Source: an optimization exercise on an open RTL-to-GDS flow (aim: small area). Production flows keep margins and buffers that such runs may drop.
Only simulation tests tie the RTL to the original design; equivalence was not proved.
No activity file was given, so power comes from the tool's default toggle rates.

==> flow/design.v (outline; a module is shown in full before it is edited, if it fits) <==
// module playrec: 803 lines
// module fa_cell: 3 lines
// module sel_dec: 7 lines
// module ha_cell: 3 lines
module playrec(
	input			CLOCK_50, reset,
	output reg	[21:0]	ram_addr,
	output	[15:0]	ram_data_in,
	output			ram_read, ram_write,
	input	[15:0]	ram_data_out,
	input			ram_valid, ram_waitrq,
	output	[15:0]	audio_out,
	input	[15:0]	audio_in,
	input			audio_out_allowed, audio_in_available,
	output			write_audio_out, read_audio_in,
	input			play, record, pause,
	input	[1:0]	speed,
	input [2:0] sel
);
  // ...
==> flow/flow/run.sh <==
#!/bin/bash
# Standard ORFS layout (the standard.sh, unchanged synthesis) with two
# layout-only choices passed to the ORFS scripts:
#  - port buffers use the smallest buffer cell (every port is still buffered)
#  - clock tree synthesis without dummy loads
set -euo pipefail
export BUFFER_PORTS_ARGS="-buffer_cell sky130_fd_sc_hd__buf_1"
export CTS_ARGS="-sink_clustering_enable -repair_clock_nets -dont_use_dummy_load -buf_list sky130_fd_sc_hd__clkbuf_4 -sink_clustering_size 10 -sink_clustering_max_diameter 50"
bash standard.sh > standard_flow.log 2>&1
==> flow/standard.sh <==
#!/bin/bash
# synth_recipe.tcl (not shown) runs the flow's synth.tcl, then flattens the netlist and writes it again
# the make line also repeats each setting of config.mk as NAME=value (left out here)
make -C /OpenROAD-flow-scripts/flow DESIGN_CONFIG=/design/flow/config.mk WORK_HOME=/design/flow/orfs CLKGATE_MAP_FILE= SYNTH_SCRIPT=/design/flow/synth_recipe.tcl "${@:-finish}"
==> flow/config.mk <==
export PLATFORM = sky130hd
export DESIGN_NAME = playrec
export DESIGN_NICKNAME = playrec
export VERILOG_FILES = /design/flow/design.v
export SDC_FILE = /design/flow/constraint.sdc
export NUM_CORES = 4
export LEC_CHECK = 0
export CAP_MARGIN = 20
export CORE_MARGIN = 2
export CORE_UTILIZATION = 40
export SETUP_SLACK_MARGIN = 0
export SLEW_MARGIN = 20
export SYNTH_HIERARCHICAL = 1
export SYNTH_MINIMUM_KEEP_SIZE = 0
==> flow/constraint.sdc <==
create_clock -name core_clock -period 10.0 [get_ports {CLOCK_50}]
set_input_delay 2.0000 -clock core_clock [delete_from_list [all_inputs] [get_ports {CLOCK_50}]]
set_output_delay 2.0000 -clock core_clock [all_outputs]
set_load 0.01 [all_outputs]
==> impl_metrics.py, run 1 <==
metrics = {
    "worst_setup_path": {
        "start_kind": "input port",
        "slowest_delay_ns": 0.52,
        "crit_type": "in -> out",
        "startpoint": "sel[2]",
        "rrSetupSlack_ns": 2.90,
        "endpoint": "ram_data_in[15]",
    },
    "finish": {
        "seq_cell_count": 204,
        "multi_input_cells": 780,
        "nNetsFinal": 1439,
        "n_all_buffers": 91,
        "mostFrequentLayoutCell": "dfxtp_1",
        "largestClassByArea": "multi-input combinational cells",
        "layout_common_cells": "dfxtp_1 (204), fa_1 (203), nand2_1 (118)",
        "multi_input_area_share_pct": 60.1,
    },
    "synthesis": {
        "syn_avg_cell_area_um2": 11.6,
        "synth_cells": 1073,
        "yosysTopAreaCell": "dfxtp_1",
        "synth_top_family_by_area": "adder cells",
        "synth_nets": 1388,
        "synth_ff_type": "dfxtp_1",
        "synth_adder_area_share_pct": 39.1,
    },
    "power": {
        "seqPwrFrac_pct": 21.3,
        "swShare_pct": 49.1,
        "power-top-group": "combinational logic",
        "intPower_w": 0.00238,
    },
    "routing": {
        "drc": 0,
        "wl_met2_um": 14900,
    },
    "global_routing": {
        "grt_pass1_wl_um": 52600,
        "use_met2_pct": 31.3,
        "grt_start_max_net_pins": 95,
        "met3_usage_pct": 4.01,
    },
    "clock_network": {
        "cts_htree_levels": 1,
        "cts.reportedPaths.clkPinSlew_ns": 0.10,
        "ctsHoldBuffers": 0,
    },
    "job": {
        "max_cap_viol_count": 0,
    },
    "placed_design": {
        "place_inst": 1488,
        "place_area_um2": 13100,
    },
    "timing": {
        "setup_ws_ns": 0.489,
        "finalSetupViolCount": 0,
    },
    "hold_path": {
        "hold_path_end": "x8[6]",
    },
    "run_status": {
        "status": "no timing/DRC/antenna violations",
    },
}
==> inputs of run 2 (changes only) <==
--- a/flow/config.mk
+++ b/flow/config.mk
@@ -8,7 +8,7 @@
 export CAP_MARGIN = 20
 export CORE_MARGIN = 2
 export CORE_UTILIZATION = 40
-export SETUP_SLACK_MARGIN = 0
+export SETUP_SLACK_MARGIN = 0.05
 export SLEW_MARGIN = 20
 export SYNTH_HIERARCHICAL = 1
 export SYNTH_MINIMUM_KEEP_SIZE = 0
==> impl_metrics.py, run 2 <==
metrics = {
    "hold_path": {
        "hp-class": "reg -> reg",
    },
    "clock_network": {
        "cts_htree_levels": 1,
        "cts_root_buf": "clkbuf_4",
        "clk_latency_ns": 0.69,
        "cts_buffers": 30,
        "cts.reportedPaths.clkPinSlew_ns": 0.10,
        "ctsHoldBuffers": 0,
        "ctsResizeCount": 0,
        "cts_buffer_depth": 3,
        "clock-sinks": 204,
        "cts_tree": "yes",
        "post_cts_buffers": 0,
    },
    "timing": {
        "clock.fmax_mhz": 105,
        "setup_ws_ns": 0.489,
        "fin_setup_tns_ns": 0,
        "whs_ns": 0.308,
        "slew_headroom_pct": 45.6,
        "hold_violations": 0,
        "rsz0062_at_grt": "no",
        "clock-skew-final_ns": 0.0701,
        "finalSetupViolCount": 0,
        "slew_viol_final": 0,
        "timing.final.crit_share_pct": 95.1,
        "tightest_slew_ns": 0.812,
        "layout_min_cycle_time_ns": 9.51,
    },
    "finish": {
        "layout_common_cells": "dfxtp_1 (204), fa_1 (203), nand2_1 (118)",
        "largest_register_ffs": 22,
        "final_layout_size_suffix_gt1_share_pct": 5.79,
        "area_growth_pct": 6.96,
        "top_register": "ram_addr",
        "final_cells": 1519,
        "seq_area_um2": 4080,
        "final_core_util_pct": 43.6,
        "multiInputGateArea_um2": 8030,
        "nFillCells": 2949,
        "nNetsFinal": 1439,
        "mostFrequentLayoutCell": "dfxtp_1",
    },
    "worst_setup_path": {
        "endpoint_kind": "output pin",
        "critPathRequiredTime_ns": 8.00,
        "start_kind": "input port",
        "worst-path-buf-inv": 3,
        "rr_endpoint": "s2[16]",
        "crit_type": "in -> out",
        "cp_common_cell": "fa_1",
        "rrSetupSlack_ns": 2.90,
        "startpoint": "sel[2]",
        "worstRegToRegCells": 18,
        "cp_top_family": "adder cells",
        "crit_path_max_fanout": 29,
        "path_cells": "buf_1, and3b_2, buf_4, nand2_1, o211ai_1, fa_1, fa_1, fa_1, fa_1, fa_1, ha_1, a211oi_1, nor2_1, o31ai_1, nand2_1, o41ai_2, xnor2_1, buf_1",
        "endpoint": "ram_data_in[15]",
        "arrival_ns": 7.51,
        "cp_slowest_cell": "fa_1",
        "slowest_delay_ns": 0.52,
        "crit_cells": 18,
        "r2r-start": "x1[0]",
    },
    "power": {
        "p_per_area_nw_per_um2": 350,
        "leakagePower_nw": 5.71,
        "vdd_drop_max_uv": 418,
    },
    "die": {
        "die_x_um": 181,
        "fp-row-count": 64,
        "dieHeight_um": 181,
        "core_um2": 30700,
        "die_area_um2": 32700,
        "start_util_pct": 40.7,
        "pin_count": 104,
    },
    "synthesis": {
        "ys_ff_latch": 204,
        "synth_adder_area_share_pct": 39.1,
        "yosys.area_share.simple_pct": 8.60,
        "netlist_area_um2": 12500,
        "synth_compound_area_share_pct": 14.5,
        "synth_top_family_by_area": "adder cells",
        "synth_area_leaders": "dfxtp_1 (33%), fa_1 (33%), ha_1 (6.6%)",
        "ys_seq_area_share_pct": 32.7,
        "synth_cells": 1073,
        "yosysMostFrequentCell": "dfxtp_1",
        "yosysTopAreaCell": "dfxtp_1",
        "synth_commonest_cells": "dfxtp_1 (204), fa_1 (203), nand2_1 (118), ha_1 (66), o22ai_1 (63)",
        "synth_ff_type": "dfxtp_1",
        "synth_nets": 1388,
        "synth_top_area_share_pct": 32.7,
        "yosysUniqueCellTypes": 52,
        "yosysWarnings": 7,
        "async_flop_share_pct": 0,
        "synth_xor_xnor_area_share_pct": 1.82,
        "synth_edf_count": 0,
        "syn_avg_cell_area_um2": 11.6,
        "synth.area.mux_share_pct": 0,
    },
    "placed_design": {
        "port_buffers": 71,
        "hpwl_um": 25900,
        "place_inst": 1488,
        "gp_congestion": 0.916,
        "pre_cts_ws_ns": 0.571,
    },
    "routing": {
        "routed-via-count": 8773,
        "drt-initial-drc-count": 963,
        "antenna_left": 0,
        "met3WireLength_um": 2670,
        "wirelength_um": 32900,
        "wl_met2_um": 14900,
        "drc": 0,
        "wl_per_cell_um": 21.7,
        "wl_met1_um": 14400,
        "drtPass1Iterations": 6,
        "dr.max_layer_used": "met4",
        "vias_per_cell": 5.78,
    },
    "job": {
        "max_cap_viol_count": 0,
    },
    "global_routing": {
        "grt_pass1_vias": 9209,
        "grt_remaining_overflow": 0,
        "grt_pass1_wl_um": 52600,
        "grt_start_max_net_pins": 95,
        "grt_usage_pct": 20.3,
        "antenna_found_initial": 1,
    },
    "run_status": {
        "status": "no timing/DRC/antenna violations",
    },
}
[run 2: stage by stage]
step,instance area (µm²),power [W]
global route,13400,0.00515
floorplan,12500,0.00340
CTS,13400,0.00469
detailed placement,13100,0.00428
global placement,13100,0.00426
finish,13400,0.00467
[run 2: modules after synthesis, one instance, submodules excluded]
module	area (µm²)	cells	flip-flops and latches	copies in the design
ha_cell	12.5	1	0	40
sel_dec	47.5	6	0	1
playrec	7900	825	204	1
fa_cell	20.0	1	0	202
[run 2: cells by family (layout without fill, tap and decap cells)]
group,after synthesis,count (layout)
fa+ha+maj,269,269
flops,204,204
xor+xnor,26,26
buf+inv,89,138
compound gates,255,255
other cells,0,1
simple gates,230,230
[run 2: report_power, final]
part	total [W]	internal, W	switching [W]	leakage (nW)
Combinational	0.00329	0.00136	0.00193	3.86
Clock	0.000394	0.000137	0.000258	0.138
Sequential	0.000994	0.000884	0.000110	1.71
Total	0.00467	0.00238	0.00230	5.71
[run 2: worst min-delay path by stage]
stage	start	to	slack (ns)	cells past startpoint
final	x7[6]	x8[6]	0.31	0
after global routing	x7[6]	x8[6]	0.32	0
after CTS	x7[6]	x8[6]	0.30	0
after detailed placement	x7[6]	x8[6]	0.33	0
after global placement	x7[10]	x8[10]	0.33	0
after floorplan	x7[0]	x8[0]	0.32	0
[run 2: area by class of cell]
type,instances,share of cell area (%)
diodes,1,0.0187
well taps,396,3.71
repair buffers,91,3.49
inverters,17,0.477
clock buffers,30,1.69
multi-input cells,780,60.1
flip-flops and latches,204,30.6
[run 2: routing by layer]
metal	up-vias	global-route usage (%)
met4	0	6.19
li1	3891	-
met2	439	31.3
met3	74	4.01
met1	4369	29.0
met5	-	0

static timing again, ports no longer ideal:
In the flow no input, the clock included, has a driving cell. The finished layouts below were timed again as built, in two steps. Step 1 assumes that a clkbuf_16 drives the clock port and a buf_2 every other input. Step 2, shift: input delay + t, output delay - t, t = (earliest + latest rising clock arrival at the registers) / 2. This alone moves slack from input paths to output paths. Three values: ideal ports, drivers, drivers and shift; two values: the first two.
| run | t, ns | setup slack, ns | slew at the worst register clock pin (ns) | worst slew at a driven data input, ns | cell pins on the clock port's net |
|---|---|---|---|---|---|
| run 1 | 0.697 | 0.489 / 0.468 / 0.468 | 0.11 / 0.11 | 0.07 | 1 |
| run 2 | 0.697 | 0.489 / 0.468 / 0.468 | 0.11 / 0.11 | 0.07 | 1 |
After both steps setup and hold are still met in every run listed.
